What follows belongs to an exercise in optimizing a design on an open flow for small area, a short achievable clock period and few clock cycles per item; a production flow would make more cautious choices. The RTL of this run was laid out without a check of its function.

### flow/config.mk
export PLATFORM = sky130hd
export DESIGN_NAME = main
export DESIGN_NICKNAME = main
export VERILOG_FILES = /design/flow/design.v
export SDC_FILE = /design/flow/constraint.sdc
export NUM_CORES = 4
export LEC_CHECK = 0
export ABC_AREA = 1
export CAP_MARGIN = 20
export CORE_MARGIN = 2
export CORE_UTILIZATION = 40
export SETUP_SLACK_MARGIN = 4.0
export SLEW_MARGIN = 20
### flow/constraint.sdc
create_clock -name core_clock -period 13.0 [get_ports {clk}]
set_input_delay 2.6000 -clock core_clock [delete_from_list [all_inputs] [get_ports {clk}]]
set_output_delay 2.6000 -clock core_clock [all_outputs]
set_load 0.01 [all_outputs]
### flow/design.v
module bmul (
    input wire [13:0] a,
    input wire [15:0] b,
    input wire neg,
    output wire [15:0] p
);
    wire [16:0] be = {b, 1'b0};
    wire [14:0] ae = {a[13], a};
    wire n0 = be[2] ^ neg;
    wire o0 = be[1] ^ be[0];
    wire t0 = (be[2] & ~be[1] & ~be[0]) | (~be[2] & be[1] & be[0]);
    wire p0_0 = (o0 & ae[0]) ^ n0;
    wire p0_1 = ((o0 & ae[1]) | (t0 & ae[0])) ^ n0;
    wire p0_2 = ((o0 & ae[2]) | (t0 & ae[1])) ^ n0;
    wire p0_3 = ((o0 & ae[3]) | (t0 & ae[2])) ^ n0;
    wire p0_4 = ((o0 & ae[4]) | (t0 & ae[3])) ^ n0;
    wire p0_5 = ((o0 & ae[5]) | (t0 & ae[4])) ^ n0;
    wire p0_6 = ((o0 & ae[6]) | (t0 & ae[5])) ^ n0;
    wire p0_7 = ((o0 & ae[7]) | (t0 & ae[6])) ^ n0;
    wire p0_8 = ((o0 & ae[8]) | (t0 & ae[7])) ^ n0;
    wire p0_9 = ((o0 & ae[9]) | (t0 & ae[8])) ^ n0;
    wire p0_10 = ((o0 & ae[10]) | (t0 & ae[9])) ^ n0;
    wire p0_11 = ((o0 & ae[11]) | (t0 & ae[10])) ^ n0;
    wire p0_12 = ((o0 & ae[12]) | (t0 & ae[11])) ^ n0;
    wire p0_13 = ((o0 & ae[13]) | (t0 & ae[12])) ^ n0;
    wire p0_14 = ~(((o0 & ae[14]) | (t0 & ae[13])) ^ n0);
    wire n1 = be[4] ^ neg;
    wire o1 = be[3] ^ be[2];
    wire t1 = (be[4] & ~be[3] & ~be[2]) | (~be[4] & be[3] & be[2]);
    wire p1_0 = (o1 & ae[0]) ^ n1;
    wire p1_1 = ((o1 & ae[1]) | (t1 & ae[0])) ^ n1;
    wire p1_2 = ((o1 & ae[2]) | (t1 & ae[1])) ^ n1;
    wire p1_3 = ((o1 & ae[3]) | (t1 & ae[2])) ^ n1;
    wire p1_4 = ((o1 & ae[4]) | (t1 & ae[3])) ^ n1;
    wire p1_5 = ((o1 & ae[5]) | (t1 & ae[4])) ^ n1;
    wire p1_6 = ((o1 & ae[6]) | (t1 & ae[5])) ^ n1;
    wire p1_7 = ((o1 & ae[7]) | (t1 & ae[6])) ^ n1;
    wire p1_8 = ((o1 & ae[8]) | (t1 & ae[7])) ^ n1;
    wire p1_9 = ((o1 & ae[9]) | (t1 & ae[8])) ^ n1;
    wire p1_10 = ((o1 & ae[10]) | (t1 & ae[9])) ^ n1;
    wire p1_11 = ((o1 & ae[11]) | (t1 & ae[10])) ^ n1;
    wire p1_12 = ((o1 & ae[12]) | (t1 & ae[11])) ^ n1;
    wire p1_13 = ((o1 & ae[13]) | (t1 & ae[12])) ^ n1;
    wire p1_14 = ~(((o1 & ae[14]) | (t1 & ae[13])) ^ n1);
    wire n2 = be[6] ^ neg;
    wire o2 = be[5] ^ be[4];
    wire t2 = (be[6] & ~be[5] & ~be[4]) | (~be[6] & be[5] & be[4]);
    wire p2_0 = (o2 & ae[0]) ^ n2;
    wire p2_1 = ((o2 & ae[1]) | (t2 & ae[0])) ^ n2;
    wire p2_2 = ((o2 & ae[2]) | (t2 & ae[1])) ^ n2;
    wire p2_3 = ((o2 & ae[3]) | (t2 & ae[2])) ^ n2;
    wire p2_4 = ((o2 & ae[4]) | (t2 & ae[3])) ^ n2;
    wire p2_5 = ((o2 & ae[5]) | (t2 & ae[4])) ^ n2;
    wire p2_6 = ((o2 & ae[6]) | (t2 & ae[5])) ^ n2;
    wire p2_7 = ((o2 & ae[7]) | (t2 & ae[6])) ^ n2;
    wire p2_8 = ((o2 & ae[8]) | (t2 & ae[7])) ^ n2;
    wire p2_9 = ((o2 & ae[9]) | (t2 & ae[8])) ^ n2;
    wire p2_10 = ((o2 & ae[10]) | (t2 & ae[9])) ^ n2;
    wire p2_11 = ((o2 & ae[11]) | (t2 & ae[10])) ^ n2;
    wire p2_12 = ((o2 & ae[12]) | (t2 & ae[11])) ^ n2;
    wire p2_13 = ((o2 & ae[13]) | (t2 & ae[12])) ^ n2;
    wire p2_14 = ~(((o2 & ae[14]) | (t2 & ae[13])) ^ n2);
    wire n3 = be[8] ^ neg;
    wire o3 = be[7] ^ be[6];
    wire t3 = (be[8] & ~be[7] & ~be[6]) | (~be[8] & be[7] & be[6]);
    wire p3_0 = (o3 & ae[0]) ^ n3;
    wire p3_1 = ((o3 & ae[1]) | (t3 & ae[0])) ^ n3;
    wire p3_2 = ((o3 & ae[2]) | (t3 & ae[1])) ^ n3;
    wire p3_3 = ((o3 & ae[3]) | (t3 & ae[2])) ^ n3;
    wire p3_4 = ((o3 & ae[4]) | (t3 & ae[3])) ^ n3;
    wire p3_5 = ((o3 & ae[5]) | (t3 & ae[4])) ^ n3;
    wire p3_6 = ((o3 & ae[6]) | (t3 & ae[5])) ^ n3;
    wire p3_7 = ((o3 & ae[7]) | (t3 & ae[6])) ^ n3;
    wire p3_8 = ((o3 & ae[8]) | (t3 & ae[7])) ^ n3;
    wire p3_9 = ((o3 & ae[9]) | (t3 & ae[8])) ^ n3;
    wire p3_10 = ((o3 & ae[10]) | (t3 & ae[9])) ^ n3;
    wire p3_11 = ((o3 & ae[11]) | (t3 & ae[10])) ^ n3;
    wire p3_12 = ((o3 & ae[12]) | (t3 & ae[11])) ^ n3;
    wire p3_13 = ((o3 & ae[13]) | (t3 & ae[12])) ^ n3;
    wire p3_14 = ~(((o3 & ae[14]) | (t3 & ae[13])) ^ n3);
    wire n4 = be[10] ^ neg;
    wire o4 = be[9] ^ be[8];
    wire t4 = (be[10] & ~be[9] & ~be[8]) | (~be[10] & be[9] & be[8]);
    wire p4_0 = (o4 & ae[0]) ^ n4;
    wire p4_1 = ((o4 & ae[1]) | (t4 & ae[0])) ^ n4;
    wire p4_2 = ((o4 & ae[2]) | (t4 & ae[1])) ^ n4;
    wire p4_3 = ((o4 & ae[3]) | (t4 & ae[2])) ^ n4;
    wire p4_4 = ((o4 & ae[4]) | (t4 & ae[3])) ^ n4;
    wire p4_5 = ((o4 & ae[5]) | (t4 & ae[4])) ^ n4;
    wire p4_6 = ((o4 & ae[6]) | (t4 & ae[5])) ^ n4;
    wire p4_7 = ((o4 & ae[7]) | (t4 & ae[6])) ^ n4;
    wire p4_8 = ((o4 & ae[8]) | (t4 & ae[7])) ^ n4;
    wire p4_9 = ((o4 & ae[9]) | (t4 & ae[8])) ^ n4;
    wire p4_10 = ((o4 & ae[10]) | (t4 & ae[9])) ^ n4;
    wire p4_11 = ((o4 & ae[11]) | (t4 & ae[10])) ^ n4;
    wire p4_12 = ((o4 & ae[12]) | (t4 & ae[11])) ^ n4;
    wire p4_13 = ((o4 & ae[13]) | (t4 & ae[12])) ^ n4;
    wire p4_14 = ~(((o4 & ae[14]) | (t4 & ae[13])) ^ n4);
    wire n5 = be[12] ^ neg;
    wire o5 = be[11] ^ be[10];
    wire t5 = (be[12] & ~be[11] & ~be[10]) | (~be[12] & be[11] & be[10]);
    wire p5_0 = (o5 & ae[0]) ^ n5;
    wire p5_1 = ((o5 & ae[1]) | (t5 & ae[0])) ^ n5;
    wire p5_2 = ((o5 & ae[2]) | (t5 & ae[1])) ^ n5;
    wire p5_3 = ((o5 & ae[3]) | (t5 & ae[2])) ^ n5;
    wire p5_4 = ((o5 & ae[4]) | (t5 & ae[3])) ^ n5;
    wire p5_5 = ((o5 & ae[5]) | (t5 & ae[4])) ^ n5;
    wire p5_6 = ((o5 & ae[6]) | (t5 & ae[5])) ^ n5;
    wire p5_7 = ((o5 & ae[7]) | (t5 & ae[6])) ^ n5;
    wire p5_8 = ((o5 & ae[8]) | (t5 & ae[7])) ^ n5;
    wire p5_9 = ((o5 & ae[9]) | (t5 & ae[8])) ^ n5;
    wire p5_10 = ((o5 & ae[10]) | (t5 & ae[9])) ^ n5;
    wire p5_11 = ((o5 & ae[11]) | (t5 & ae[10])) ^ n5;
    wire p5_12 = ((o5 & ae[12]) | (t5 & ae[11])) ^ n5;
    wire p5_13 = ((o5 & ae[13]) | (t5 & ae[12])) ^ n5;
    wire p5_14 = ~(((o5 & ae[14]) | (t5 & ae[13])) ^ n5);
    wire n6 = be[14] ^ neg;
    wire o6 = be[13] ^ be[12];
    wire t6 = (be[14] & ~be[13] & ~be[12]) | (~be[14] & be[13] & be[12]);
    wire p6_0 = (o6 & ae[0]) ^ n6;
    wire p6_1 = ((o6 & ae[1]) | (t6 & ae[0])) ^ n6;
    wire p6_2 = ((o6 & ae[2]) | (t6 & ae[1])) ^ n6;
    wire p6_3 = ((o6 & ae[3]) | (t6 & ae[2])) ^ n6;
    wire p6_4 = ((o6 & ae[4]) | (t6 & ae[3])) ^ n6;
    wire p6_5 = ((o6 & ae[5]) | (t6 & ae[4])) ^ n6;
    wire p6_6 = ((o6 & ae[6]) | (t6 & ae[5])) ^ n6;
    wire p6_7 = ((o6 & ae[7]) | (t6 & ae[6])) ^ n6;
    wire p6_8 = ((o6 & ae[8]) | (t6 & ae[7])) ^ n6;
    wire p6_9 = ((o6 & ae[9]) | (t6 & ae[8])) ^ n6;
    wire p6_10 = ((o6 & ae[10]) | (t6 & ae[9])) ^ n6;
    wire p6_11 = ((o6 & ae[11]) | (t6 & ae[10])) ^ n6;
    wire p6_12 = ((o6 & ae[12]) | (t6 & ae[11])) ^ n6;
    wire p6_13 = ((o6 & ae[13]) | (t6 & ae[12])) ^ n6;
    wire p6_14 = ~(((o6 & ae[14]) | (t6 & ae[13])) ^ n6);
    wire n7 = be[16] ^ neg;
    wire o7 = be[15] ^ be[14];
    wire t7 = (be[16] & ~be[15] & ~be[14]) | (~be[16] & be[15] & be[14]);
    wire p7_0 = (o7 & ae[0]) ^ n7;
    wire p7_1 = ((o7 & ae[1]) | (t7 & ae[0])) ^ n7;
    wire p7_2 = ((o7 & ae[2]) | (t7 & ae[1])) ^ n7;
    wire p7_3 = ((o7 & ae[3]) | (t7 & ae[2])) ^ n7;
    wire p7_4 = ((o7 & ae[4]) | (t7 & ae[3])) ^ n7;
    wire p7_5 = ((o7 & ae[5]) | (t7 & ae[4])) ^ n7;
    wire p7_6 = ((o7 & ae[6]) | (t7 & ae[5])) ^ n7;
    wire p7_7 = ((o7 & ae[7]) | (t7 & ae[6])) ^ n7;
    wire p7_8 = ((o7 & ae[8]) | (t7 & ae[7])) ^ n7;
    wire p7_9 = ((o7 & ae[9]) | (t7 & ae[8])) ^ n7;
    wire p7_10 = ((o7 & ae[10]) | (t7 & ae[9])) ^ n7;
    wire p7_11 = ((o7 & ae[11]) | (t7 & ae[10])) ^ n7;
    wire p7_12 = ((o7 & ae[12]) | (t7 & ae[11])) ^ n7;
    wire w1 = n1 ^ p0_2 ^ p1_0;
    wire w2 = (n1 & p0_2) | (n1 & p1_0) | (p0_2 & p1_0);
    wire w3 = n2 ^ p0_4 ^ p1_2;
    wire w4 = (n2 & p0_4) | (n2 & p1_2) | (p0_4 & p1_2);
    wire w5 = p0_5 ^ p1_3 ^ p2_1;
    wire w6 = (p0_5 & p1_3) | (p0_5 & p2_1) | (p1_3 & p2_1);
    wire w7 = n3 ^ p0_6 ^ p1_4;
    wire w8 = (n3 & p0_6) | (n3 & p1_4) | (p0_6 & p1_4);
    wire w9 = p0_7 ^ p1_5 ^ p2_3;
    wire w10 = (p0_7 & p1_5) | (p0_7 & p2_3) | (p1_5 & p2_3);
    wire w11 = n4 ^ p0_8 ^ p1_6;
    wire w12 = (n4 & p0_8) | (n4 & p1_6) | (p0_8 & p1_6);
    wire w13 = p2_4 ^ p3_2 ^ p4_0;
    wire w14 = (p2_4 & p3_2) | (p2_4 & p4_0) | (p3_2 & p4_0);
    wire w15 = p0_9 ^ p1_7 ^ p2_5;
    wire w16 = (p0_9 & p1_7) | (p0_9 & p2_5) | (p1_7 & p2_5);
    wire w17 = n5 ^ p0_10 ^ p1_8;
    wire w18 = (n5 & p0_10) | (n5 & p1_8) | (p0_10 & p1_8);
    wire w19 = p2_6 ^ p3_4 ^ p4_2;
    wire w20 = (p2_6 & p3_4) | (p2_6 & p4_2) | (p3_4 & p4_2);
    wire w21 = p0_11 ^ p1_9 ^ p2_7;
    wire w22 = (p0_11 & p1_9) | (p0_11 & p2_7) | (p1_9 & p2_7);
    wire w23 = p3_5 ^ p4_3 ^ p5_1;
    wire w24 = (p3_5 & p4_3) | (p3_5 & p5_1) | (p4_3 & p5_1);
    wire w25 = n6 ^ p0_12 ^ p1_10;
    wire w26 = (n6 & p0_12) | (n6 & p1_10) | (p0_12 & p1_10);
    wire w27 = p2_8 ^ p3_6 ^ p4_4;
    wire w28 = (p2_8 & p3_6) | (p2_8 & p4_4) | (p3_6 & p4_4);
    wire w29 = p0_13 ^ p1_11 ^ p2_9;
    wire w30 = (p0_13 & p1_11) | (p0_13 & p2_9) | (p1_11 & p2_9);
    wire w31 = p3_7 ^ p4_5 ^ p5_3;
    wire w32 = (p3_7 & p4_5) | (p3_7 & p5_3) | (p4_5 & p5_3);
    wire w33 = 1'b1 ^ n7 ^ p0_14;
    wire w34 = (1'b1 & n7) | (1'b1 & p0_14) | (n7 & p0_14);
    wire w35 = p1_12 ^ p2_10 ^ p3_8;
    wire w36 = (p1_12 & p2_10) | (p1_12 & p3_8) | (p2_10 & p3_8);
    wire w37 = p4_6 ^ p5_4 ^ p6_2;
    wire w38 = (p4_6 & p5_4) | (p4_6 & p6_2) | (p5_4 & p6_2);
    wire w39 = 1'b1 ^ p1_13 ^ p2_11;
    wire w40 = (1'b1 & p1_13) | (1'b1 & p2_11) | (p1_13 & p2_11);
    wire w41 = p3_9 ^ p4_7 ^ p5_5;
    wire w42 = (p3_9 & p4_7) | (p3_9 & p5_5) | (p4_7 & p5_5);
    wire w43 = p1_14 ^ p2_12 ^ p3_10;
    wire w44 = (p1_14 & p2_12) | (p1_14 & p3_10) | (p2_12 & p3_10);
    wire w45 = p4_8 ^ p5_6 ^ p6_4;
    wire w46 = (p4_8 & p5_6) | (p4_8 & p6_4) | (p5_6 & p6_4);
    wire w47 = 1'b1 ^ p2_13 ^ p3_11;
    wire w48 = (1'b1 & p2_13) | (1'b1 & p3_11) | (p2_13 & p3_11);
    wire w49 = p4_9 ^ p5_7 ^ p6_5;
    wire w50 = (p4_9 & p5_7) | (p4_9 & p6_5) | (p5_7 & p6_5);
    wire w51 = p2_14 ^ p3_12 ^ p4_10;
    wire w52 = (p2_14 & p3_12) | (p2_14 & p4_10) | (p3_12 & p4_10);
    wire w53 = p5_8 ^ p6_6 ^ p7_4;
    wire w54 = (p5_8 & p6_6) | (p5_8 & p7_4) | (p6_6 & p7_4);
    wire w55 = 1'b1 ^ p3_13 ^ p4_11;
    wire w56 = (1'b1 & p3_13) | (1'b1 & p4_11) | (p3_13 & p4_11);
    wire w57 = p5_9 ^ p6_7 ^ p7_5;
    wire w58 = (p5_9 & p6_7) | (p5_9 & p7_5) | (p6_7 & p7_5);
    wire w59 = p3_14 ^ p4_12 ^ p5_10;
    wire w60 = (p3_14 & p4_12) | (p3_14 & p5_10) | (p4_12 & p5_10);
    wire w61 = 1'b1 ^ p4_13 ^ p5_11;
    wire w62 = (1'b1 & p4_13) | (1'b1 & p5_11) | (p4_13 & p5_11);
    wire w63 = p4_14 ^ p5_12 ^ p6_10;
    wire w64 = (p4_14 & p5_12) | (p4_14 & p6_10) | (p5_12 & p6_10);
    wire w65 = 1'b1 ^ p5_13 ^ p6_11;
    wire w66 = (1'b1 & p5_13) | (1'b1 & p6_11) | (p5_13 & p6_11);
    wire w67 = p5_14 ^ p6_12 ^ p7_10;
    wire w68 = (p5_14 & p6_12) | (p5_14 & p7_10) | (p6_12 & p7_10);
    wire w69 = 1'b1 ^ p6_13 ^ p7_11;
    wire w70 = (1'b1 & p6_13) | (1'b1 & p7_11) | (p6_13 & p7_11);
    wire w71 = p0_3 ^ p1_1 ^ w2;
    wire w72 = (p0_3 & p1_1) | (p0_3 & w2) | (p1_1 & w2);
    wire w73 = p2_2 ^ p3_0 ^ w6;
    wire w74 = (p2_2 & p3_0) | (p2_2 & w6) | (p3_0 & w6);
    wire w75 = p3_1 ^ w8 ^ w9;
    wire w76 = (p3_1 & w8) | (p3_1 & w9) | (w8 & w9);
    wire w77 = w10 ^ w11 ^ w13;
    wire w78 = (w10 & w11) | (w10 & w13) | (w11 & w13);
    wire w79 = p3_3 ^ p4_1 ^ w12;
    wire w80 = (p3_3 & p4_1) | (p3_3 & w12) | (p4_1 & w12);
    wire w81 = p5_0 ^ w16 ^ w17;
    wire w82 = (p5_0 & w16) | (p5_0 & w17) | (w16 & w17);
    wire w83 = w18 ^ w20 ^ w21;
    wire w84 = (w18 & w20) | (w18 & w21) | (w20 & w21);
    wire w85 = p5_2 ^ p6_0 ^ w22;
    wire w86 = (p5_2 & p6_0) | (p5_2 & w22) | (p6_0 & w22);
    wire w87 = w24 ^ w25 ^ w27;
    wire w88 = (w24 & w25) | (w24 & w27) | (w25 & w27);
    wire w89 = p6_1 ^ w26 ^ w28;
    wire w90 = (p6_1 & w26) | (p6_1 & w28) | (w26 & w28);
    wire w91 = p7_0 ^ w30 ^ w32;
    wire w92 = (p7_0 & w30) | (p7_0 & w32) | (w30 & w32);
    wire w93 = w33 ^ w35 ^ w37;
    wire w94 = (w33 & w35) | (w33 & w37) | (w35 & w37);
    wire w95 = p6_3 ^ p7_1 ^ w34;
    wire w96 = (p6_3 & p7_1) | (p6_3 & w34) | (p7_1 & w34);
    wire w97 = w36 ^ w38 ^ w39;
    wire w98 = (w36 & w38) | (w36 & w39) | (w38 & w39);
    wire w99 = p7_2 ^ w40 ^ w42;
    wire w100 = (p7_2 & w40) | (p7_2 & w42) | (w40 & w42);
    wire w101 = p7_3 ^ w44 ^ w46;
    wire w102 = (p7_3 & w44) | (p7_3 & w46) | (w44 & w46);
    wire w103 = w48 ^ w50 ^ w51;
    wire w104 = (w48 & w50) | (w48 & w51) | (w50 & w51);
    wire w105 = w52 ^ w54 ^ w55;
    wire w106 = (w52 & w54) | (w52 & w55) | (w54 & w55);
    wire w107 = p6_8 ^ p7_6 ^ w56;
    wire w108 = (p6_8 & p7_6) | (p6_8 & w56) | (p7_6 & w56);
    wire w109 = p6_9 ^ p7_7 ^ w60;
    wire w110 = (p6_9 & p7_7) | (p6_9 & w60) | (p7_7 & w60);
    wire w111 = p7_8 ^ w62 ^ w63;
    wire w112 = (p7_8 & w62) | (p7_8 & w63) | (w62 & w63);
    wire w113 = p7_9 ^ w64 ^ w65;
    wire w114 = (p7_9 & w64) | (p7_9 & w65) | (w64 & w65);
    wire w115 = p6_14 ^ p7_12 ^ w70;
    wire w116 = (p6_14 & p7_12) | (p6_14 & w70) | (p7_12 & w70);
    wire w117 = p2_0 ^ w3 ^ w72;
    wire w118 = (p2_0 & w3) | (p2_0 & w72) | (w3 & w72);
    wire w119 = w14 ^ w15 ^ w78;
    wire w120 = (w14 & w15) | (w14 & w78) | (w15 & w78);
    wire w121 = w19 ^ w80 ^ w81;
    wire w122 = (w19 & w80) | (w19 & w81) | (w80 & w81);
    wire w123 = w23 ^ w82 ^ w83;
    wire w124 = (w23 & w82) | (w23 & w83) | (w82 & w83);
    wire w125 = w84 ^ w85 ^ w87;
    wire w126 = (w84 & w85) | (w84 & w87) | (w85 & w87);
    wire w127 = w29 ^ w31 ^ w86;
    wire w128 = (w29 & w31) | (w29 & w86) | (w31 & w86);
    wire w129 = w90 ^ w91 ^ w93;
    wire w130 = (w90 & w91) | (w90 & w93) | (w91 & w93);
    wire w131 = w41 ^ w92 ^ w94;
    wire w132 = (w41 & w92) | (w41 & w94) | (w92 & w94);
    wire w133 = w43 ^ w45 ^ w96;
    wire w134 = (w43 & w45) | (w43 & w96) | (w45 & w96);
    wire w135 = w47 ^ w49 ^ w100;
    wire w136 = (w47 & w49) | (w47 & w100) | (w49 & w100);
    wire w137 = w53 ^ w102 ^ w103;
    wire w138 = (w53 & w102) | (w53 & w103) | (w102 & w103);
    wire w139 = w57 ^ w104 ^ w105;
    wire w140 = (w57 & w104) | (w57 & w105) | (w104 & w105);
    wire w141 = w58 ^ w59 ^ w106;
    wire w142 = (w58 & w59) | (w58 & w106) | (w59 & w106);
    wire w143 = w61 ^ w108 ^ w109;
    wire w144 = (w61 & w108) | (w61 & w109) | (w108 & w109);
    wire w145 = w66 ^ w67 ^ w114;
    wire w146 = (w66 & w67) | (w66 & w114) | (w67 & w114);
    wire w147 = w4 ^ w5 ^ w118;
    wire w148 = (w4 & w5) | (w4 & w118) | (w5 & w118);
    wire w149 = w88 ^ w89 ^ w126;
    wire w150 = (w88 & w89) | (w88 & w126) | (w89 & w126);
    wire w151 = w95 ^ w97 ^ w130;
    wire w152 = (w95 & w97) | (w95 & w130) | (w97 & w130);
    wire w153 = w98 ^ w99 ^ w132;
    wire w154 = (w98 & w99) | (w98 & w132) | (w99 & w132);
    wire w155 = w101 ^ w134 ^ w135;
    wire w156 = (w101 & w134) | (w101 & w135) | (w134 & w135);
    wire w157 = w107 ^ w140 ^ w141;
    wire w158 = (w107 & w140) | (w107 & w141) | (w140 & w141);
    wire w159 = w110 ^ w111 ^ w144;
    wire w160 = (w110 & w111) | (w110 & w144) | (w111 & w144);
    wire w161 = w68 ^ w69 ^ w146;
    wire w162 = (w68 & w69) | (w68 & w146) | (w69 & w146);
    wire w163 = w7 ^ w73 ^ w148;
    wire w164 = (w7 & w73) | (w7 & w148) | (w73 & w148);
    wire w165 = w128 ^ w129 ^ w150;
    wire w166 = (w128 & w129) | (w128 & w150) | (w129 & w150);
    wire w167 = w133 ^ w152 ^ w153;
    wire w168 = (w133 & w152) | (w133 & w153) | (w152 & w153);
    wire w169 = w136 ^ w137 ^ w156;
    wire w170 = (w136 & w137) | (w136 & w156) | (w137 & w156);
    wire w171 = w142 ^ w143 ^ w158;
    wire w172 = (w142 & w143) | (w142 & w158) | (w143 & w158);
    wire w173 = w112 ^ w113 ^ w160;
    wire w174 = (w112 & w113) | (w112 & w160) | (w113 & w160);
    wire w175 = w74 ^ w75 ^ w164;
    wire w176 = (w74 & w75) | (w74 & w164) | (w75 & w164);
    wire w177 = w131 ^ w151 ^ w166;
    wire w178 = (w131 & w151) | (w131 & w166) | (w151 & w166);
    wire w179 = w154 ^ w155 ^ w168;
    wire w180 = (w154 & w155) | (w154 & w168) | (w155 & w168);
    wire w181 = w138 ^ w139 ^ w170;
    wire w182 = (w138 & w139) | (w138 & w170) | (w139 & w170);
    wire w183 = w76 ^ w77 ^ w176;
    wire w184 = (w76 & w77) | (w76 & w176) | (w77 & w176);
    wire w185 = w79 ^ w119 ^ w184;
    wire w186 = (w79 & w119) | (w79 & w184) | (w119 & w184);
    wire w187 = w120 ^ w121 ^ w186;
    wire w188 = (w120 & w121) | (w120 & w186) | (w121 & w186);
    wire w189 = w122 ^ w123 ^ w188;
    wire w190 = (w122 & w123) | (w122 & w188) | (w123 & w188);
    wire w191 = w124 ^ w125 ^ w190;
    wire w192 = (w124 & w125) | (w124 & w190) | (w125 & w190);
    wire w193 = w127 ^ w149 ^ w192;
    wire w194 = (w127 & w149) | (w127 & w192) | (w149 & w192);
    wire [26:0] sx = {w115, w161, w145, w173, w159, w171, w157, w181, w169, w179, w167, w177, w165, w193, w191, w189, w187, w185, w183, w175, w163, w147, w117, w71, w1, p0_1, n0};
    wire [26:0] sy = {w162, 1'b0, w174, 1'b0, w172, 1'b0, w182, 1'b0, w180, 1'b0, w178, 1'b0, w194, 1'b0, 1'b0, 1'b0, 1'b0, 1'b0, 1'b0, 1'b0, 1'b0, 1'b0, 1'b0, 1'b0, 1'b0, 1'b0, p0_0};
    wire [26:0] sum = sx + sy;
    assign p = sum[26:11];
endmodule
module pre85 (
    input wire [14:0] X2,
    output wire [9:0] u1
);
    wire w1 = X2[0] ^ X2[2];
    wire w2 = X2[0] & X2[2];
    wire w3 = X2[1] ^ X2[3];
    wire w4 = X2[1] & X2[3];
    wire w5 = X2[2] ^ X2[4];
    wire w6 = X2[2] & X2[4];
    wire w7 = X2[3] ^ X2[5];
    wire w8 = X2[3] & X2[5];
    wire w9 = X2[4] ^ X2[6];
    wire w10 = X2[4] & X2[6];
    wire w11 = X2[5] ^ X2[7];
    wire w12 = X2[5] & X2[7];
    wire w13 = X2[6] ^ X2[8];
    wire w14 = X2[6] & X2[8];
    wire w15 = X2[7] ^ X2[9];
    wire w16 = X2[7] & X2[9];
    wire w17 = X2[8] ^ X2[10];
    wire w18 = X2[8] & X2[10];
    wire w19 = X2[0] ^ X2[2];
    wire w20 = X2[0] & X2[2];
    wire w21 = X2[1] ^ X2[3];
    wire w22 = X2[1] & X2[3];
    wire w23 = X2[4] ^ X2[6] ^ X2[0];
    wire w24 = (X2[4] & X2[6]) | (X2[4] & X2[0]) | (X2[6] & X2[0]);
    wire w25 = X2[5] ^ X2[7] ^ w2;
    wire w26 = (X2[5] & X2[7]) | (X2[5] & w2) | (X2[7] & w2);
    wire w27 = X2[6] ^ X2[8] ^ w4;
    wire w28 = (X2[6] & X2[8]) | (X2[6] & w4) | (X2[8] & w4);
    wire w29 = X2[7] ^ X2[9] ^ w6;
    wire w30 = (X2[7] & X2[9]) | (X2[7] & w6) | (X2[9] & w6);
    wire w31 = X2[8] ^ X2[10] ^ w8;
    wire w32 = (X2[8] & X2[10]) | (X2[8] & w8) | (X2[10] & w8);
    wire w33 = X2[9] ^ X2[11] ^ w10;
    wire w34 = (X2[9] & X2[11]) | (X2[9] & w10) | (X2[11] & w10);
    wire w35 = X2[10] ^ X2[12] ^ w12;
    wire w36 = (X2[10] & X2[12]) | (X2[10] & w12) | (X2[12] & w12);
    wire w37 = X2[11] ^ X2[13] ^ w14;
    wire w38 = (X2[11] & X2[13]) | (X2[11] & w14) | (X2[13] & w14);
    wire w39 = X2[12] ^ X2[14] ^ w16;
    wire w40 = (X2[12] & X2[14]) | (X2[12] & w16) | (X2[14] & w16);
    wire w41 = X2[9] ^ X2[11] ^ X2[13];
    wire w42 = (X2[9] & X2[11]) | (X2[9] & X2[13]) | (X2[11] & X2[13]);
    wire w43 = X2[10] ^ X2[12];
    wire w44 = X2[10] & X2[12];
    wire w45 = X2[0] ^ X2[2];
    wire w46 = X2[0] & X2[2];
    wire w47 = X2[1] ^ X2[3];
    wire w48 = X2[1] & X2[3];
    wire w49 = X2[4] ^ X2[0] ^ w19;
    wire w50 = (X2[4] & X2[0]) | (X2[4] & w19) | (X2[0] & w19);
    wire w51 = X2[5] ^ w20 ^ w21;
    wire w52 = (X2[5] & w20) | (X2[5] & w21) | (w20 & w21);
    wire w53 = w22 ^ w1 ^ w23;
    wire w54 = (w22 & w1) | (w22 & w23) | (w1 & w23);
    wire w55 = w3 ^ w24 ^ w25;
    wire w56 = (w3 & w24) | (w3 & w25) | (w24 & w25);
    wire w57 = w5 ^ w26 ^ w27;
    wire w58 = (w5 & w26) | (w5 & w27) | (w26 & w27);
    wire w59 = w7 ^ w28 ^ w29;
    wire w60 = (w7 & w28) | (w7 & w29) | (w28 & w29);
    wire w61 = w9 ^ w30 ^ w31;
    wire w62 = (w9 & w30) | (w9 & w31) | (w30 & w31);
    wire w63 = w11 ^ w32 ^ w33;
    wire w64 = (w11 & w32) | (w11 & w33) | (w32 & w33);
    wire w65 = w13 ^ w34 ^ w35;
    wire w66 = (w13 & w34) | (w13 & w35) | (w34 & w35);
    wire w67 = w15 ^ w36 ^ w37;
    wire w68 = (w15 & w36) | (w15 & w37) | (w36 & w37);
    wire w69 = w17 ^ w38 ^ w39;
    wire w70 = (w17 & w38) | (w17 & w39) | (w38 & w39);
    wire w71 = w18 ^ w41 ^ w40;
    wire w72 = (w18 & w41) | (w18 & w40) | (w41 & w40);
    wire w73 = X2[14] ^ w43 ^ w42;
    wire w74 = (X2[14] & w43) | (X2[14] & w42) | (w43 & w42);
    wire w75 = X2[11] ^ X2[13] ^ w44;
    wire w76 = (X2[11] & X2[13]) | (X2[11] & w44) | (X2[13] & w44);
    wire w77 = X2[12] ^ X2[14];
    wire w78 = X2[12] & X2[14];
    wire [20:0] sx = {X2[14], w78, w76, w74, w72, w70, w68, w66, w64, w62, w60, w58, w56, w54, w52, w50, w48, w46, w45, X2[1], X2[0]};
    wire [20:0] sy = {1'b0, X2[13], w77, w75, w73, w71, w69, w67, w65, w63, w61, w59, w57, w55, w53, w51, w49, w47, X2[0], 1'b0, X2[0]};
    wire [20:0] sum = sx + sy;
    assign u1 = sum[20:11];
endmodule
module pre2 (
    input wire [13:0] T,
    input wire s,
    output wire [8:0] q
);
    wire [13:0] Tn = T ^ {14{~s}};
    wire sgn = ~s & Tn[13];
    wire m3 = ~s & Tn[0];
    wire m4 = s ? T[0] : Tn[1];
    wire m5 = s ? T[1] : Tn[2];
    wire m6 = s ? T[2] : Tn[3];
    wire m7 = s ? T[3] : Tn[4];
    wire m8 = s ? T[4] : Tn[5];
    wire m9 = s ? T[5] : Tn[6];
    wire m10 = s ? T[6] : Tn[7];
    wire m11 = s ? T[7] : Tn[8];
    wire m12 = s ? T[8] : Tn[9];
    wire m13 = s ? T[9] : Tn[10];
    wire m14 = s ? T[10] : Tn[11];
    wire m15 = s ? T[11] : Tn[12];
    wire m16 = s ? T[12] : Tn[13];
    wire m17 = s ? T[13] : sgn;
    wire w1 = s ^ ~s;
    wire w2 = s & ~s;
    wire w3 = s ^ m4;
    wire w4 = s & m4;
    wire w5 = s ^ m5;
    wire w6 = s & m5;
    wire w7 = s ^ m6;
    wire w8 = s & m6;
    wire w9 = s ^ m7;
    wire w10 = s & m7;
    wire w11 = s ^ m8;
    wire w12 = s & m8;
    wire w13 = s ^ ~s;
    wire w14 = s & ~s;
    wire w15 = s ^ Tn[1];
    wire w16 = s & Tn[1];
    wire w17 = s ^ Tn[2];
    wire w18 = s & Tn[2];
    wire w19 = m3 ^ Tn[3] ^ w1;
    wire w20 = (m3 & Tn[3]) | (m3 & w1) | (Tn[3] & w1);
    wire w21 = Tn[4] ^ w2 ^ w3;
    wire w22 = (Tn[4] & w2) | (Tn[4] & w3) | (w2 & w3);
    wire w23 = Tn[5] ^ w4 ^ w5;
    wire w24 = (Tn[5] & w4) | (Tn[5] & w5) | (w4 & w5);
    wire w25 = Tn[6] ^ w6 ^ w7;
    wire w26 = (Tn[6] & w6) | (Tn[6] & w7) | (w6 & w7);
    wire w27 = Tn[7] ^ w8 ^ w9;
    wire w28 = (Tn[7] & w8) | (Tn[7] & w9) | (w8 & w9);
    wire w29 = Tn[8] ^ w10 ^ w11;
    wire w30 = (Tn[8] & w10) | (Tn[8] & w11) | (w10 & w11);
    wire w31 = m9 ^ Tn[9] ^ w12;
    wire w32 = (m9 & Tn[9]) | (m9 & w12) | (Tn[9] & w12);
    wire w33 = m10 ^ Tn[10];
    wire w34 = m10 & Tn[10];
    wire w35 = m11 ^ Tn[11];
    wire w36 = m11 & Tn[11];
    wire w37 = m12 ^ Tn[12];
    wire w38 = m12 & Tn[12];
    wire w39 = m13 ^ Tn[13];
    wire w40 = m13 & Tn[13];
    wire w41 = m14 ^ sgn;
    wire w42 = m14 & sgn;
    wire w43 = m15 ^ sgn;
    wire w44 = m15 & sgn;
    wire w45 = m16 ^ sgn;
    wire w46 = m16 & sgn;
    wire w47 = m17 ^ sgn;
    wire w48 = m17 & sgn;
    wire w49 = w13 & Tn[0];
    wire w50 = w13 ^ Tn[0];
    wire w51 = w14 & w15;
    wire w52 = w14 ^ w15;
    wire w53 = w16 & w17;
    wire w54 = w16 ^ w17;
    wire w55 = w18 & w19;
    wire w56 = w18 ^ w19;
    wire w57 = w20 & w21;
    wire w58 = w20 ^ w21;
    wire w59 = w22 & w23;
    wire w60 = w22 ^ w23;
    wire w61 = w24 & w25;
    wire w62 = w24 ^ w25;
    wire w63 = w26 & w27;
    wire w64 = w26 ^ w27;
    wire w65 = w28 & w29;
    wire w66 = w28 ^ w29;
    wire w67 = w30 & w31;
    wire w68 = w30 ^ w31;
    wire w69 = w32 & w33;
    wire w70 = w32 ^ w33;
    wire w71 = w34 & w35;
    wire w72 = w34 ^ w35;
    wire w73 = w36 & w37;
    wire w74 = w36 ^ w37;
    wire w75 = w38 & w39;
    wire w76 = w38 ^ w39;
    wire w77 = w40 & w41;
    wire w78 = w40 ^ w41;
    wire w79 = w42 & w43;
    wire w80 = w42 ^ w43;
    wire w81 = w44 & w45;
    wire w82 = w44 ^ w45;
    wire w83 = w46 & w47;
    wire w84 = w46 ^ w47;
    wire w85 = w51 | (w52 & w49);
    wire w86 = w55 | (w56 & w53);
    wire w87 = w56 & w54;
    wire w88 = w59 | (w60 & w57);
    wire w89 = w60 & w58;
    wire w90 = w63 | (w64 & w61);
    wire w91 = w64 & w62;
    wire w92 = w67 | (w68 & w65);
    wire w93 = w68 & w66;
    wire w94 = w71 | (w72 & w69);
    wire w95 = w72 & w70;
    wire w96 = w75 | (w76 & w73);
    wire w97 = w76 & w74;
    wire w98 = w79 | (w80 & w77);
    wire w99 = w80 & w78;
    wire w100 = w83 | (w84 & w81);
    wire w101 = w84 & w82;
    wire w102 = w53 | (w54 & w85);
    wire w103 = w86 | (w87 & w85);
    wire w104 = w61 | (w62 & w88);
    wire w105 = w62 & w89;
    wire w106 = w90 | (w91 & w88);
    wire w107 = w91 & w89;
    wire w108 = w69 | (w70 & w92);
    wire w109 = w70 & w93;
    wire w110 = w94 | (w95 & w92);
    wire w111 = w95 & w93;
    wire w112 = w77 | (w78 & w96);
    wire w113 = w78 & w97;
    wire w114 = w98 | (w99 & w96);
    wire w115 = w99 & w97;
    wire w116 = w57 | (w58 & w103);
    wire w117 = w88 | (w89 & w103);
    wire w118 = w104 | (w105 & w103);
    wire w119 = w106 | (w107 & w103);
    wire w120 = w73 | (w74 & w110);
    wire w121 = w74 & w111;
    wire w122 = w96 | (w97 & w110);
    wire w123 = w97 & w111;
    wire w124 = w112 | (w113 & w110);
    wire w125 = w113 & w111;
    wire w126 = w114 | (w115 & w110);
    wire w127 = w115 & w111;
    wire w128 = w65 | (w66 & w119);
    wire w129 = w92 | (w93 & w119);
    wire w130 = w108 | (w109 & w119);
    wire w131 = w110 | (w111 & w119);
    wire w132 = w120 | (w121 & w119);
    wire w133 = w122 | (w123 & w119);
    wire w134 = w124 | (w125 & w119);
    wire w135 = w126 | (w127 & w119);
    wire w136 = w81 | (w82 & w135);
    wire w137 = w100 | (w101 & w135);
    wire w138 = w68 ^ w128;
    wire w139 = w70 ^ w129;
    wire w140 = w72 ^ w130;
    wire w141 = w74 ^ w131;
    wire w142 = w76 ^ w132;
    wire w143 = w78 ^ w133;
    wire w144 = w80 ^ w134;
    wire w145 = w82 ^ w135;
    wire w146 = w84 ^ w136;
    assign q = {w146, w145, w144, w143, w142, w141, w140, w139, w138};
endmodule
module main (
    input wire [15:0] v, x,
    input wire clk, reset, start,
    output wire done,
    output wire [15:0] final_result
);
    reg [5:0] p;
    reg done_r;
    reg [14:0] X2;
    reg [13:0] T;
    reg [15:0] F;
    wire [9:0] u1;
    pre85 p85 (.X2(X2), .u1(u1));
    wire [8:0] a23;
    pre2 p23 (.T(T), .s(p[2]), .q(a23));
    wire [8:0] t9 = T[8:0];
    wire k1 = (t9 != 9'd0), k2 = (t9 >= 9'd90), k3 = (t9 >= 9'd179);
    wire k4 = (t9 >= 9'd268), k5 = (t9 >= 9'd357), k6 = (t9 >= 9'd446);
    wire [2:0] a4 = {k4, (k2 & ~k4) | k6, (k1 & ~k2) | (k3 & ~k4) | (k5 & ~k6)};
    wire [13:0] ra = p[1] ? 14'd2048 : F[13:0];
    wire [13:0] rb = p[1] ? {1'b1, ~X2[14:1]} : T;
    wire [14:0] rc;
    wire [13:0] acc_n;
    assign rc[0] = p[1] & ~X2[0];
    genvar i;
    generate
        for (i = 0; i < 14; i = i + 1) begin : rip
            assign acc_n[i] = ra[i] ^ rb[i] ^ rc[i];
            assign rc[i+1] = (ra[i] & rb[i]) | (ra[i] & rc[i]) | (rb[i] & rc[i]);
        end
    endgenerate
    wire [13:0] accf = F[13:0] + T;
    wire [13:0] A = ({14{p[0]}} & x[13:0]) | ({14{p[1]}} & {4'b0, u1}) |
                    ({14{p[2] | p[3]}} & {5'b0, a23}) | ({14{p[4]}} & {11'b0, a4}) |
                    ({14{p[5]}} & accf);
    wire [15:0] B = ({16{p[0]}} & {{2{x[13]}}, x[13:0]}) | ({16{p[5]}} & v) |
                    ({16{~p[0] & ~p[5]}} & {1'b0, X2});
    wire [15:0] P;
    bmul mul (.a(A), .b(B), .neg(p[2] | p[4]), .p(P));
    always @(posedge clk) begin
        if (reset) begin
            p <= 6'b000001;
            done_r <= 1'b0;
        end else begin
            if (p[0]) begin
                if (start) begin p <= 6'b000010; done_r <= 1'b0; end
            end else begin
                p <= {p[4:0], p[5]};
                if (p[5]) done_r <= 1'b1;
            end
        end
    end
    always @(posedge clk) begin
        if (p[0]) X2 <= P[14:0];
        T <= P[13:0];
        if (p[5]) F <= P;
        else if (!p[0]) F[13:0] <= acc_n;
    end
    assign done = done_r;
    assign final_result = F;
endmodule
### flow/flow/run.sh
#!/bin/bash
# The standard layout (standard.sh) with two changes:
#  - the ports get plain buf_2 buffers instead of the delay cells buffer_ports
#    picks by default (every port still gets its buffer);
#  - after the standard synthesis, flow/polopt.py chooses the polarity of each
#    full-adder cell (a full adder is self-dual) so that fewer inverters are
#    needed between adder cells, and rebuilds a half adder from plain gates
#    (xnor2, nand2) where its outputs are wanted inverted. Registers and their
#    names are untouched.
# Each tool's output goes to its own log file in this folder.
set -euo pipefail
export BUFFER_PORTS_ARGS="-buffer_cell sky130_fd_sc_hd__buf_2"
RES="$PWD/orfs/results/sky130hd/main/base"
bash standard.sh "$RES/1_2_yosys.v" > synth.log 2>&1
python3 flow/polopt.py "$RES/1_2_yosys.v" "$RES/1_2_yosys_pol.v" > polopt.log 2>&1
mv "$RES/1_2_yosys_pol.v" "$RES/1_2_yosys.v"
bash standard.sh > standard_flow.log 2>&1
### flow/flow/polopt.py
#!/usr/bin/env python3
"""Full-adder polarity pass for a Yosys gate netlist (one flat module).

A full adder is self-dual: FA(~a,~b,~c) = (~sum, ~cout). Yosys's adder
extraction leaves inverters between adder cells; this pass chooses, for each
sky130 fa cell, whether to use it in inverted form so that as few inverters as
possible are needed, then rebuilds the inverters (one per signal and polarity).
The logic function of every net that is a port or a register input is unchanged.

usage: polopt.py IN.v OUT.v
"""
import re, sys
from collections import defaultdict

src = open(sys.argv[1]).read()
m = re.search(r'module\s+(\w+)\s*\((.*?)\);(.*)endmodule', src, re.S)
top, portlist, body = m.group(1), m.group(2), m.group(3)

# statements: declarations and cell instances
cell_re = re.compile(r'\s*(sky130_fd_sc_hd__\w+)\s+(\S+)\s*\((.*?)\);', re.S)
decl_re = re.compile(r'\s*(input|output|inout|wire)\b[^;]*;', re.S)
pin_re = re.compile(r'\.(\w+)\(\s*([^()]*?)\s*\)')

stmts = []
pos = 0
decls = []
cells = []
for mm in re.finditer(r'[^;]*;', body, re.S):
    st = mm.group(0)
    if decl_re.fullmatch(st):
        decls.append(st.strip())
    else:
        cm = cell_re.fullmatch(st)
        if not cm:
            if st.strip():
                raise SystemExit("unparsed statement: " + st.strip()[:200])
            continue
        pins = dict(pin_re.findall(cm.group(3)))
        cells.append([cm.group(1), cm.group(2), pins])

OUTPINS = {'X', 'Y', 'Q', 'Q_N', 'SUM', 'COUT', 'HI', 'LO'}
def is_inv(t):
    return re.match(r'sky130_fd_sc_hd__(clk)?inv_\d+$', t) is not None
def is_fa(t):
    return re.match(r'sky130_fd_sc_hd__fa_\d+$', t) is not None

outputs = set()
for d in decls:
    if d.startswith('output'):
        mm = re.match(r'output\s*(\[(\d+):(\d+)\])?\s*(\w+)\s*;', d)
        if mm.group(1):
            hi, lo = int(mm.group(2)), int(mm.group(3))
            for i in range(min(hi, lo), max(hi, lo) + 1):
                outputs.add(f"{mm.group(4)}[{i}]")
        else:
            outputs.add(mm.group(4))

# driver map
drv = {}
for c in cells:
    for p, n in c[2].items():
        if p in OUTPINS:
            drv[n] = c
inv_of = {}   # inverter output net -> input net
for c in cells:
    if is_inv(c[0]):
        inv_of[c[2]['Y']] = c[2]['A']

def root(n):
    """(root net, polarity): n == root ^ pol"""
    pol = 0
    while n in inv_of:
        n = inv_of[n]
        pol ^= 1
    return n, pol

# inverters that drive an output port stay as they are (their net names are fixed)
keep_inv = set()
for c in cells:
    if is_inv(c[0]) and c[2]['Y'] in outputs:
        keep_inv.add(c[1])

fas = [c for c in cells if is_fa(c[0])]
fa_of_out = {}
for c in fas:
    fa_of_out[c[2]['SUM']] = c
    fa_of_out[c[2]['COUT']] = c

# consumers: every input pin of a non-inverter cell (and kept inverters), wanting (root, pol)
cons = []   # [cell, pin, root, pol]
for c in cells:
    if is_inv(c[0]) and c[1] not in keep_inv:
        continue
    for p, n in c[2].items():
        if p in OUTPINS or n == '':
            continue
        r, q = root(n)
        cons.append([c, p, r, q])
cons_by_root = defaultdict(list)
for k in cons:
    cons_by_root[k[2]].append(k)

flip = {c[1]: 0 for c in fas}
def is_const(r):
    return r in ("1'h0", "1'h1", "1'b0", "1'b1")

def phys_pol(r):
    c = fa_of_out.get(r)
    return flip[c[1]] if c is not None else 0

def need(k):
    """polarity (relative to the root's function) this consumer needs"""
    c = k[0]
    return k[3] ^ (flip[c[1]] if is_fa(c[0]) else 0)

def root_cost(r):
    if is_const(r):
        return 0
    pp = phys_pol(r)
    return 1 if any(need(k) != pp for k in cons_by_root[r]) else 0

def local_roots(c):
    rs = set()
    for p in ('A', 'B', 'CIN'):
        rs.add(root(c[2][p])[0])
    rs.add(c[2]['SUM']); rs.add(c[2]['COUT'])
    return rs

total0 = sum(root_cost(r) for r in cons_by_root)
improved = True
rounds = 0
while improved and rounds < 50:
    improved = False
    rounds += 1
    for c in fas:
        rs = local_roots(c)
        before = sum(root_cost(r) for r in rs)
        flip[c[1]] ^= 1
        after = sum(root_cost(r) for r in rs)
        if after < before:
            improved = True
        else:
            flip[c[1]] ^= 1
total1 = sum(root_cost(r) for r in cons_by_root)
ninv0 = sum(1 for c in cells if is_inv(c[0]))
sys.stderr.write(f"polopt: {ninv0} inverters before; signals needing an inverter {total0} -> {total1}; "
                 f"{sum(flip.values())} of {len(fas)} adders flipped\n")

# half adders whose outputs are wanted inverted: build them from plain gates
# (xnor2 / nand2 give the inverted sum / carry directly), when that is smaller
def is_ha(t):
    return re.match(r'sky130_fd_sc_hd__ha_\d+$', t) is not None
ha_remap = {}   # HA cell name -> {'SUM': set(pols), 'COUT': set(pols)}
for c in cells:
    if not is_ha(c[0]):
        continue
    needs = {}
    for p in ('SUM', 'COUT'):
        r = c[2].get(p, '')
        needs[p] = {need(k) for k in cons_by_root.get(r, [])} if r else set()
    # area: ha 12.5, inv 3.75, xor2/xnor2 8.76, and2 6.26, nand2 3.75
    keep = 12.51 + 3.75 * (1 in needs['SUM']) + 3.75 * (1 in needs['COUT'])
    if len(needs['SUM']) > 1 or len(needs['COUT']) > 1:
        continue
    gates = 0.0
    gates += 8.76 if needs['SUM'] else 0.0
    gates += (3.75 if needs['COUT'] == {1} else 6.26) if needs['COUT'] else 0.0
    if gates < keep:
        ha_remap[c[1]] = needs

# rebuild
new_cells = []
inv_net = {}
newwires = []
def inverted(r):
    if r in ("1'h0", "1'b0"):
        return "1'h1"
    if r in ("1'h1", "1'b1"):
        return "1'h0"
    if r not in inv_net:
        nm = f"_polinv{len(inv_net)}_"
        inv_net[r] = nm
        newwires.append(nm)
        new_cells.append(['sky130_fd_sc_hd__inv_1', f"_polinv_cell{len(inv_net)}_", {'A': r, 'Y': nm}])
    return inv_net[r]

gate_out = {}   # (root net, polarity) -> replacement net driven by a plain gate
pending = []    # plain gates replacing half adders; built once the adders' inputs are rewired
for c in cells:
    if is_inv(c[0]) and c[1] not in keep_inv:
        continue
    if c[1] in ha_remap:
        needs = ha_remap[c[1]]
        for p, pols in needs.items():
            if not pols:
                continue
            pol = next(iter(pols))
            nm = f"_polg{len(gate_out)}_"
            newwires.append(nm)
            gate_out[(c[2][p], pol)] = nm
            pending.append((c, p, pol, nm, len(gate_out)))
        continue
    new_cells.append(c)
for k in cons:
    c, p, r, q = k
    want = need(k)
    if (r, want) in gate_out:
        c[2][p] = gate_out[(r, want)]
    else:
        c[2][p] = r if want == phys_pol(r) else inverted(r)
for c, p, pol, nm, i in pending:
    a, b = c[2]['A'], c[2]['B']
    if p == 'SUM':
        t = 'sky130_fd_sc_hd__xnor2_1' if pol else 'sky130_fd_sc_hd__xor2_1'
    else:
        t = 'sky130_fd_sc_hd__nand2_1' if pol else 'sky130_fd_sc_hd__and2_1'
    new_cells.append([t, f"_polg_cell{i}_", {'A': a, 'B': b, ('Y' if pol else 'X'): nm}])
# a flipped adder keeps its output nets: they now carry the inverted function, which
# phys_pol accounts for; every consumer was rewired above.

out = [f"module {top}({portlist});"]
out += ["  " + d for d in decls]
out += [f"  wire {w};" for w in newwires]
for t, nm, pins in new_cells:
    pl = ",\n".join(f"    .{p}({n}{' ' if n.startswith(chr(92)) else ''})" for p, n in pins.items())
    out.append(f"  {t} {nm} (\n{pl}\n  );")
out.append("endmodule")
open(sys.argv[2], 'w').write("\n".join(out) + "\n")
### flow/standard.sh
#!/bin/bash
# synth_recipe.tcl (not shown) runs the flow's synth.tcl, then flattens the netlist and writes it again
# the make line also repeats each setting of config.mk as NAME=value (left out here)
make -C /OpenROAD-flow-scripts/flow DESIGN_CONFIG=/design/flow/config.mk WORK_HOME=/design/flow/orfs CLKGATE_MAP_FILE= SYNTH_SCRIPT=/design/flow/synth_recipe.tcl "${@:-finish}"
==> impl_summary.log <==
[metrics] total cell area at the placement stage: 11920 um^2
[metrics] die width: 171.9 um
[metrics] number of buffers inserted by hold repair at cts: 0
[metrics] y dimension of the die: 171.9 um
[metrics] total half-perimeter wirelength after legalization and detailed placement: 28660 um
[metrics] global-route track usage on met2: 0.4512
[metrics] number of antenna repair diodes: 0
[metrics] maximum fanout count along the critical path: 9
[metrics] total number of H-tree levels: 2
[metrics] number of nets with antenna violations after detailed routing: 0
[metrics] Remaining Overflow, GRT: 0
[metrics] largest net degree at the start of global routing: 37
[metrics] number of sinks driven by the clock tree: 52
[metrics] fill count: 2841
[metrics] number of DRC markers after the initial detailed-route iteration: 1010
[metrics] via count normalized by instance count: 5.442
[metrics] clock latency of the later-clocked register in the worst-skew pair: 290 ps
[metrics] met1 Usage GRT: 0.3400
[metrics] detailed-routing iteration count for the pre-antenna-repair pass: 5
[metrics] pin slew with the least headroom to its limit: 776.1 ps
[metrics] delay-heaviest family, CP: adder cells
[metrics] met3 usage: 0.02678
[metrics] Layout Area Growth over Synthesis: 19.05%
[metrics] cell at the root of the clock tree: sky130_fd_sc_hd__clkbuf_16
[metrics] count of buffers inserted at the top-level ports: 49
[metrics] floorplan row count: 61
[metrics] vias post-DR: 10910
[metrics] CTS clock-pin slew for the worst setup and hold paths: 70 ps
[metrics] type of the tightest min-delay check: flop to flop
[metrics] Synth Instances: 1523
[metrics] global-route wire length before repair: 59600 um
[metrics] worst clock skew: 7.554 ps
[metrics] multi-input gate area in the final layout: 9543 um^2
[metrics] Synth Cell Area: 11270 um^2
[metrics] Placer Congestion: 0.9335
[metrics] combined buffer and inverter count along the critical path: 6
[metrics] number of top-level pins: 52
[metrics] final hold violations: 0
[metrics] required time worst endpoint: 13050 ps
[metrics] initial antenna violation count: 0
[metrics] outcome: no timing/DRC/antenna violations
[metrics] WS Path Type: input port to flop
[metrics] final WL: 38010 um
[metrics] combined flip-flop and latch cell area: 1358 um^2
[metrics] synthesized area per cell: 7.401 um^2
[metrics] final setup vio count: 0
[metrics] crit-path max cell delay: 500 ps
[metrics] yosys synthesis warning count: 1
[metrics] initial standard-cell utilization of the core: 0.4057
[metrics] Total Negative Setup Slacks: 0 ps
[metrics] final count of pins violating max slew: 0
[metrics] number of global-route vias before repair: 10830
[metrics] post-layout instance area: 13420 um^2
[metrics] Critical Path Start Type: input port
[metrics] number of nets in the final layout: 1865
[metrics] total CTS buffers: 5
[metrics] arrival time at the worst endpoint: 9160 ps
[metrics] mean routed wirelength per cell: 18.96 um
[metrics] count of maximum capacitance violations: 0
[metrics] peak-usage layer in the global routing report: met2
[metrics] clock period minus worst slack: 9119 ps
[metrics] setup repair after global routing missed its margin: true
[metrics] Slowest-stage cell, CP: sky130_fd_sc_hd__fa_1
[metrics] Max Clk Rate: 0.1097 GHz
[metrics] Worst setup EP type: flop
[metrics] overall routing resource usage: 0.2640
[metrics] core footprint: 27780 um^2
[metrics] share of the cycle needed by the critical path after routing: 0.7014
[metrics] deepest clock path buffer count: 2
[metrics] ratio of cells with drive above 1 in the final layout: 0.2108
[metrics] TritonCTS clock tree: yes
[metrics] post-synth net total: 1762
[metrics] die outline area: 29540 um^2
[metrics] Critical Path Most Common Cell: sky130_fd_sc_hd__fa_2
[metrics] smallest hold slack: 454.1 ps
[metrics] number of DRC violations after detailed routing: 0
[metrics] Slew Limit Headroom: 0.4807
-- worst min-delay path: stages, from the launching register on --
cell                      delay (ps)
sky130_fd_sc_hd__dfxtp_1         310
sky130_fd_sc_hd__inv_1            50
sky130_fd_sc_hd__a21oi_1          50
-- worst paths after layout --
check                            from                   to  slack (ps)  depth (start not counted)
hold / removal    done_r$_SDFFE_PP0P_  done_r$_SDFFE_PP0P_         450                          2
hold reg to reg   done_r$_SDFFE_PP0P_  done_r$_SDFFE_PP0P_         450                          2
setup / recovery                 x[2]       F[7]$_DFFE_PP_        3880                         33
setup reg to reg      X2[6]$_DFFE_PP_       F[7]$_DFFE_PP_        3930                         41
-- cells in the final DEF (no fill, tap or decap), drive strengths merged, types with 7 or more instances in the layout --
cell type / n
clkinvlp: 10
nor2: 97
nand2: 358
or2: 16
ha: 73
dfxtp: 21
edfxtp: 31
a21oi: 62
nand4: 9
buf: 136
o21ai: 95
o22ai: 64
clkbuf: 7
inv: 217
fa: 131
and2: 16
xor2: 133
nand3: 88
nor3: 15
xnor2: 9
-- registers in the layout, indices dropped and copies added, names as in the netlist --
name / flops
F: 16
T: 14
p: 6
done_r: 1
X2: 15
-- repair_timing --
action                     in CTS  in global routing
setup endpoints to repair      44                 39
pin swaps                      41                 28
setup buffers                  60                 18
gates resized for setup       125                 68
gates cloned                    1                  0
-- metrics by stage --
stage,std cells,setup WS [ps],utilization
6_report,2005,3881,0.4830
5_1_grt,2005,3668,0.4830
3_3_place_gp,1918,2827,0.4289
4_1_cts,1987,3923,0.4691
2_1_floorplan,1523,4026,-
3_5_place_dp,1918,2860,0.4289
-- metal layers --
metal,wire (um),share of wire
met2,17930,0.47
met4,1856,0.049
met5,0,0
met3,2513,0.066
met1,15710,0.41
-- cell type report --
cell class                      count  area share
Multi-Input combinational cell   1203      0.7111
Sequential cell                    52      0.1012
Timing Repair Buffer              137     0.07487
Inverter                          227     0.06704
Tap cell                          378     0.03524
Clock buffer                        7    0.009883
Clock inverter                      1   0.0006527

## separate check: timing with driven ports
The flow's constraints put no driver on any port. The routed layout listed below was extracted and timed again, unchanged, in two steps.
Step 1 (the two cells are an assumption about what drives the block):
set clk [get_ports {clk}]
set_driving_cell -lib_cell sky130_fd_sc_hd__clkbuf_16 $clk
set_driving_cell -lib_cell sky130_fd_sc_hd__buf_2 [delete_from_list [all_inputs] $clk]
Step 2 also shifts input and output timing later by t, the mid clock arrival at the registers, as if the neighbouring blocks saw the same clock.
Three values: no drivers, after step 1, after step 2; two values: the first two.
shift t [ns]: 0.327
setup WS [ns]: 3.881 / 3.893 / 3.566
hold WS [ns]: 0.454 / 0.454 / 0.454
worst setup path at the end: input to register
cell pins on the clock port's net: 1
After both steps this run still meets setup and hold. The setup slack of this run moves by +0.012 ns with the drivers and by -0.315 ns with both steps.
